This is an optimization exercise on Yosys and OpenROAD, whose aim is small area, not a production implementation. In this exercise RTL edits were held to simulation tests only and were not proved equivalent to the original. No driver is modelled on the clock port, so clocking that relies on it looks cheaper here than on a real chip.

## poker_board
module poker_board (
	input        Clk,
	input        Reset,
	input  [7:0] Switches,
	input        SCEN,
	input        Ack,
	input        Check,
	input        Bet,
	input        Call,
	input        Fold,
	output [3:0] Card1, Card2, Card3, Card4, Card5,
	output [3:0] Player1card1, Player1card2, Player2card1, Player2card2,
	output [7:0] Player1balance, Player2balance,
	output       PlayerTurn,
	output       DispCards,
	output       Winner,
	output       Gameover,
	output [5:0] Player1state,
	output [5:0] Player2state,
	output       Betting,
	output [31:0] Digits
);
	wire [3:0] Hole1, Hole2;
	poker poker (.Switches(Switches), .Ack(Ack),
		.Check(Check), .Bet(Bet), .Call(Call), .Fold(Fold),
		.Clk(Clk), .Reset(Reset), .SCEN(SCEN),
		.Card1(Card1), .Card2(Card2), .Card3(Card3), .Card4(Card4), .Card5(Card5),
		.Player1card1(Player1card1), .Player1card2(Player1card2), .Player2card1(Player2card1),
		.Player2card2(Player2card2), .Player1balance(Player1balance), .Player2balance(Player2balance),
		.PlayerTurn(PlayerTurn), .DispCards(DispCards), .Winner(Winner), .Gameover(Gameover),
		.Player1state(Player1state), .Player2state(Player2state), .Betting(Betting),
		.Hole1(Hole1), .Hole2(Hole2));
	function [3:0] add3;
		input [3:0] x;
		begin
			add3[3] = x[3] | x[2] & (x[1] | x[0]);
			add3[2] = x[2] & ~x[1] & ~x[0] | x[3] & x[0];
			add3[1] = ~x[2] & x[1] | x[1] & x[0] | x[3] & ~x[0];
			add3[0] = ~x[3] & ~x[2] & x[0] | x[2] & x[1] & ~x[0] | x[3] & ~x[0];
		end
	endfunction
	function [11:0] dec3;
		input [7:0] v;
		reg [3:0] c1, c2, c3, c4, c5, c6, c7;
		reg [3:0] h, t, o;
		begin
			c1 = add3({1'b0, v[7:5]});
			c2 = add3({c1[2:0], v[4]});
			c3 = add3({c2[2:0], v[3]});
			c4 = add3({1'b0, c1[3], c2[3], c3[3]});
			c5 = add3({c3[2:0], v[2]});
			c6 = add3({c4[2:0], c5[3]});
			c7 = add3({c5[2:0], v[1]});
			h = {2'b00, c4[3], c6[3]};
			t = {c6[2:0], c7[3]};
			o = {c7[2:0], v[0]};
			dec3[11:8] = (h == 0) ? 4'd10 : h;
			dec3[7:4]  = (t == 0) ? 4'd10 : t;
			dec3[3:0]  = (o == 0) ? 4'd10 : o;
		end
	endfunction
  ...
Size in the first run: about 1200 cells after synthesis, about 120 I/O pins.
clock: 20.0 ns
lec_check: 0
abc_area: 1
cap_margin: 0
core_margin: 2
core_utilization: 40
gpl_timing_driven: 0
slew_margin: 0
standard.sh (not shown) runs the stock make flow with config.mk's settings and CLKGATE_MAP_FILE= SYNTH_SCRIPT=/design/flow/synth_recipe.tcl, a recipe that flattens the netlist after the stock synthesis.
==> flow/flow/run.sh <==
#!/bin/bash
# Own layout flow: the standard synthesis, then its combinational logic
# re-mapped by ABC for area (every register instance is kept as it is; of a
# few ABC scripts the one giving the smallest area is used), then the standard flow's
# standard layout from floorplan to finish, with the smallest buffer on the
# ports and no dummy loads in the clock tree.
set -euo pipefail
W=$(pwd)
R=$W/orfs/results/$FLOW_PLATFORM/poker_board/base
LIB=$FLOW_HOME/platforms/$FLOW_PLATFORM/lib/sky130_fd_sc_hd__tt_025C_1v80.lib

bash standard.sh synth > $W/log_1_synth.txt 2>&1
cp $R/1_2_yosys.v $W/std_1_2_yosys.v

DONT_USE=$(sed -n '/^export DONT_USE_CELLS += /,/^$/p' $FLOW_HOME/platforms/$FLOW_PLATFORM/config.mk \
	| grep -o 'sky130_fd_sc_hd__[a-z0-9_]*' | sed 's/^/-dont_use /' | tr '\n' ' ')

# candidate ABC scripts, run in parallel
resyn() {
	local S=$1
	local n=$(basename $S .abc)
	yosys -p "
read_liberty -ignore_miss_func $LIB
read_verilog $W/std_1_2_yosys.v
hierarchy -check -top $FLOW_TOP
setattr -mod -set keep_hierarchy 1 sky130_fd_sc_hd__df* sky130_fd_sc_hd__edf* sky130_fd_sc_hd__conb_1
flatten
rename -hide w:*.*
opt -purge
abc -liberty $LIB -script $S $DONT_USE $FLOW_TOP
opt_clean -purge
select $FLOW_TOP
tee -o $W/abc_$n.stat stat -liberty $LIB
write_verilog -noattr -nohex -nodec -selected $W/abc_$n.v
" > $W/log_2_resyn_$n.txt 2>&1
}
jobs_max=${NUM_CORES:-4}
for S in $W/flow/area*.abc; do
	while (( $(jobs -rp | wc -l) >= jobs_max )); do sleep 1; done
	resyn $S &
done
wait

best=""
best_area=""
for S in $W/flow/area*.abc; do
	n=$(basename $S .abc)
	a=$(grep "Chip area" $W/abc_$n.stat 2>/dev/null | awk '{print $NF}' || true)
	echo "$n $a" >> $W/resyn_areas.txt
	[[ -n "$a" ]] || continue
	if [[ -z "$best" ]] || awk "BEGIN{exit !($a < $best_area)}"; then
		best=$n
		best_area=$a
	fi
done
echo "chosen $best $best_area" >> $W/resyn_areas.txt

yosys -p "
read_liberty -lib $LIB
read_verilog $W/abc_$best.v
hierarchy -check -top $FLOW_TOP
hilomap -singleton -hicell sky130_fd_sc_hd__conb_1 HI -locell sky130_fd_sc_hd__conb_1 LO
splitnets
opt_clean -purge
insbuf -buf sky130_fd_sc_hd__buf_1 A X
check -assert
tee -o $W/resyn_stat.txt stat -liberty $LIB
write_verilog -noattr -nohex -nodec $W/resyn_1_2_yosys.v
" > $W/log_3_resyn_check.txt 2>&1

cp $W/resyn_1_2_yosys.v $R/1_2_yosys.v
rm -f $R/1_synth.odb
bash standard.sh BUFFER_PORTS_ARGS="-buffer_cell sky130_fd_sc_hd__buf_1" \
	CTS_ARGS="-sink_clustering_enable -repair_clock_nets -dont_use_dummy_load" finish > $W/log_4_layout.txt 2>&1
Other scripts of this flow, unchanged in this note and not shown: flow/flow/area1.abc, flow/flow/area2.abc, flow/flow/area3.abc, flow/flow/area4.abc, flow/flow/area5.abc, flow/flow/area6.abc
Rerun with:
--- a/flow/flow/run.sh
+++ b/flow/flow/run.sh
@@ -6 +6,2 @@
-# ports and no dummy loads in the clock tree.
+# ports and a clock tree of clkbuf_8 (characterized for at most 100 ps slew)
+# with no dummy loads.
@@ -73,2 +74,2 @@
-bash standard.sh BUFFER_PORTS_ARGS="-buffer_cell sky130_fd_sc_hd__buf_1" \
-	CTS_ARGS="-sink_clustering_enable -repair_clock_nets -dont_use_dummy_load" finish > $W/log_4_layout.txt 2>&1
+bash standard.sh BUFFER_PORTS_ARGS="-buffer_cell sky130_fd_sc_hd__buf_1" PRE_CTS_TCL=$W/flow/pre_cts.tcl \
+	CTS_ARGS="-sink_clustering_enable -repair_clock_nets -dont_use_dummy_load -buf_list sky130_fd_sc_hd__clkbuf_8" finish > $W/log_4_layout.txt 2>&1
==> flow/flow/pre_cts.tcl (new file) <==
configure_cts_characterization -max_slew 1.0e-10
CAP_MARGIN = 20   (was 0)
CORE_UTILIZATION = 60   (was 40)
SLEW_MARGIN = 20   (was 0)
The new run ran to the end with no violations.
Synthesized cell count does not change.
Synthesized area is unchanged.
Die area shrinks by 33%.
Rerun with:
CORE_UTILIZATION = 40   (was 60)
After rerunning:
- area after synthesis stays the same
- design area increases slightly
- clock-buffer cell count is unchanged
- setup slack gets better by 0.56 ns
- synthesized cell count does not change
- via count drops by a few percent
- die area increases by well over a third
- core utilization came out lower by 22 points
Rerun with:
--- a/flow/flow/run.sh
+++ b/flow/flow/run.sh
@@ -6,2 +6 @@
-# ports and a clock tree of clkbuf_8 (characterized for at most 100 ps slew)
-# with no dummy loads.
+# ports and no dummy loads in the clock tree.
@@ -74,2 +73,2 @@
-bash standard.sh BUFFER_PORTS_ARGS="-buffer_cell sky130_fd_sc_hd__buf_1" PRE_CTS_TCL=$W/flow/pre_cts.tcl \
-	CTS_ARGS="-sink_clustering_enable -repair_clock_nets -dont_use_dummy_load -buf_list sky130_fd_sc_hd__clkbuf_8" finish > $W/log_4_layout.txt 2>&1
+bash standard.sh BUFFER_PORTS_ARGS="-buffer_cell sky130_fd_sc_hd__buf_1" \
+	CTS_ARGS="-sink_clustering_enable -repair_clock_nets -dont_use_dummy_load" finish > $W/log_4_layout.txt 2>&1
removed: flow/flow/pre_cts.tcl
The changed run finished with timing, DRC and antenna clean.
Fmax decreases slightly.
Worst hold slack gets worse by 0.0038 ns.
Non-clock buffer count stays the same.
Global-route usage barely changes.
Cell area came out higher slightly.
Cell count stays the same.
Count of clock-buffer cells in the layout does not change.
Worst setup slack loses 0.047 ns.
First-iteration DRC count fell by a little under a tenth.

========
== JK ==
poker_board, a different RTL version from the one above (not shown whole).
Size in the first run: roughly 110 flip-flops, ~120 I/O pins, ~15,000 um2 of cells after synthesis.
// poker_board
module poker_board (
	input        Clk,
	input        Reset,
	input  [7:0] Switches,
	input        SCEN,
	input        Ack,
	input        Check,
	input        Bet,
	input        Call,
	input        Fold,
	output [3:0] Card1, Card2, Card3, Card4, Card5,
	output [3:0] Player1card1, Player1card2, Player2card1, Player2card2,
	output [7:0] Player1balance, Player2balance,
	output       PlayerTurn,
	output       DispCards,
	output       Winner,
	output       Gameover,
	output [5:0] Player1state,
	output [5:0] Player2state,
	output       Betting,
	output [31:0] Digits
);
clock: 20.0 ns
lec_check: 0
abc_area: 1
cap_margin: 20
core_margin: 2
core_utilization: 40
slew_margin: 20
run.sh (not shown) runs the stock make flow with config.mk's settings and CLKGATE_MAP_FILE= SYNTH_SCRIPT=/design/flow/synth_recipe.tcl, a recipe that flattens the netlist after the stock synthesis.
Stock flow here: none of the scripts above is used.
JK finished all stages; the layout is clean.
Input-level comparison between MS and JK:
==> flow/flow/run.sh (new file) <==
#!/bin/bash
# Own layout flow: the standard synthesis, then its combinational logic
# re-mapped by ABC for area (every register instance is kept as it is), then
# the standard layout from floorplan to finish.
set -euo pipefail
W=$(pwd)
R=$W/orfs/results/$FLOW_PLATFORM/poker_board/base
LIB=$FLOW_HOME/platforms/$FLOW_PLATFORM/lib/sky130_fd_sc_hd__tt_025C_1v80.lib

bash standard.sh synth > $W/log_1_synth.txt 2>&1
cp $R/1_2_yosys.v $W/std_1_2_yosys.v

DONT_USE=$(sed -n '/^export DONT_USE_CELLS += /,/^$/p' $FLOW_HOME/platforms/$FLOW_PLATFORM/config.mk \
	| grep -o 'sky130_fd_sc_hd__[a-z0-9_]*' | sed 's/^/-dont_use /' | tr '\n' ' ')

yosys -p "
read_liberty -ignore_miss_func $LIB
read_verilog $W/std_1_2_yosys.v
hierarchy -check -top $FLOW_TOP
setattr -mod -set keep_hierarchy 1 sky130_fd_sc_hd__df* sky130_fd_sc_hd__edf* sky130_fd_sc_hd__conb_1
flatten
rename -hide w:*.*
opt -purge
abc -liberty $LIB -script $W/flow/area.abc $DONT_USE $FLOW_TOP
opt_clean -purge
select $FLOW_TOP
write_verilog -noattr -nohex -nodec -selected $W/abc_1_2_yosys.v
" > $W/log_2_resyn.txt 2>&1

yosys -p "
read_liberty -lib $LIB
read_verilog $W/abc_1_2_yosys.v
hierarchy -check -top $FLOW_TOP
hilomap -singleton -hicell sky130_fd_sc_hd__conb_1 HI -locell sky130_fd_sc_hd__conb_1 LO
splitnets
opt_clean -purge
insbuf -buf sky130_fd_sc_hd__buf_4 A X
check -assert
tee -o $W/resyn_stat.txt stat -liberty $LIB
write_verilog -noattr -nohex -nodec $W/resyn_1_2_yosys.v
" > $W/log_3_resyn_check.txt 2>&1

cp $W/resyn_1_2_yosys.v $R/1_2_yosys.v
rm -f $R/1_synth.odb
bash standard.sh BUFFER_PORTS_ARGS="-buffer_cell sky130_fd_sc_hd__buf_1" finish > $W/log_4_layout.txt 2>&1
==> flow/flow/area.abc (new file) <==
strash
&get -n
&dch -f
&nf -R 1000
&put
==> flow/standard.sh (new file) <==
#!/bin/bash
# synth_recipe.tcl (not shown) runs the flow's synth.tcl, then flattens the netlist and writes it again
# the make line also repeats each setting of config.mk as NAME=value (left out here)
make -C /OpenROAD-flow-scripts/flow DESIGN_CONFIG=/design/flow/config.mk WORK_HOME=/design/flow/orfs CLKGATE_MAP_FILE= SYNTH_SCRIPT=/design/flow/synth_recipe.tcl "${@:-finish}"
removed: flow/run.sh
--- outcome ---
MS completed end to end with timing, DRC and antenna clean.
MS gives less multi-input combinational cell count than JK did.
Between JK and MS, area growth from synthesis to layout is lower for MS, JK comes in above that.
Route | MS vs JK | wire shorter in MS
Worst path required time up 4.29 ns in MS wrt JK
Die area | MS < JK

-- what the ideal ports hide --
How much do the figures lean on ideal ports? The routed layouts below were timed once more, with nothing changed but the port constraints.
Step 1: set_driving_cell puts a clkbuf_16 on Clk and a buf_2 on each other input, an assumption about the parent block.
Step 2 adds t to the input delays and takes it off the output delays; t is the mean of the earliest and latest rising clock arrival at the registers after step 1. Input paths then give back, and output paths get back, about the clock's delay inside the block.
Three values: ideal, step 1, step 2; two values: the first two.
run | t (ns) | setup WS [ns] | worst slew at a driven data input, ns
the first run of note 1 | 0.389 | 7.274 / 7.274 / 7.274 | 0.03
the second run of note 1 | 0.413 | 7.050 / 7.050 / 7.050 | 0.03
the third run of note 1 | 0.417 | 7.606 / 7.606 / 7.606 | 0.03
the fourth run of note 1 | 0.393 | 7.559 / 7.559 / 7.559 | 0.03
JK | 0.413 | 8.261 / 8.238 / 8.238 | 0.05
MS | 0.407 | 6.483 / 6.483 / 6.483 | 0.03
After both steps every run listed still meets setup and hold. For JK, which loses most, drivers alone change the setup slack by -0.023 ns; drivers and shift together by -0.023 ns.
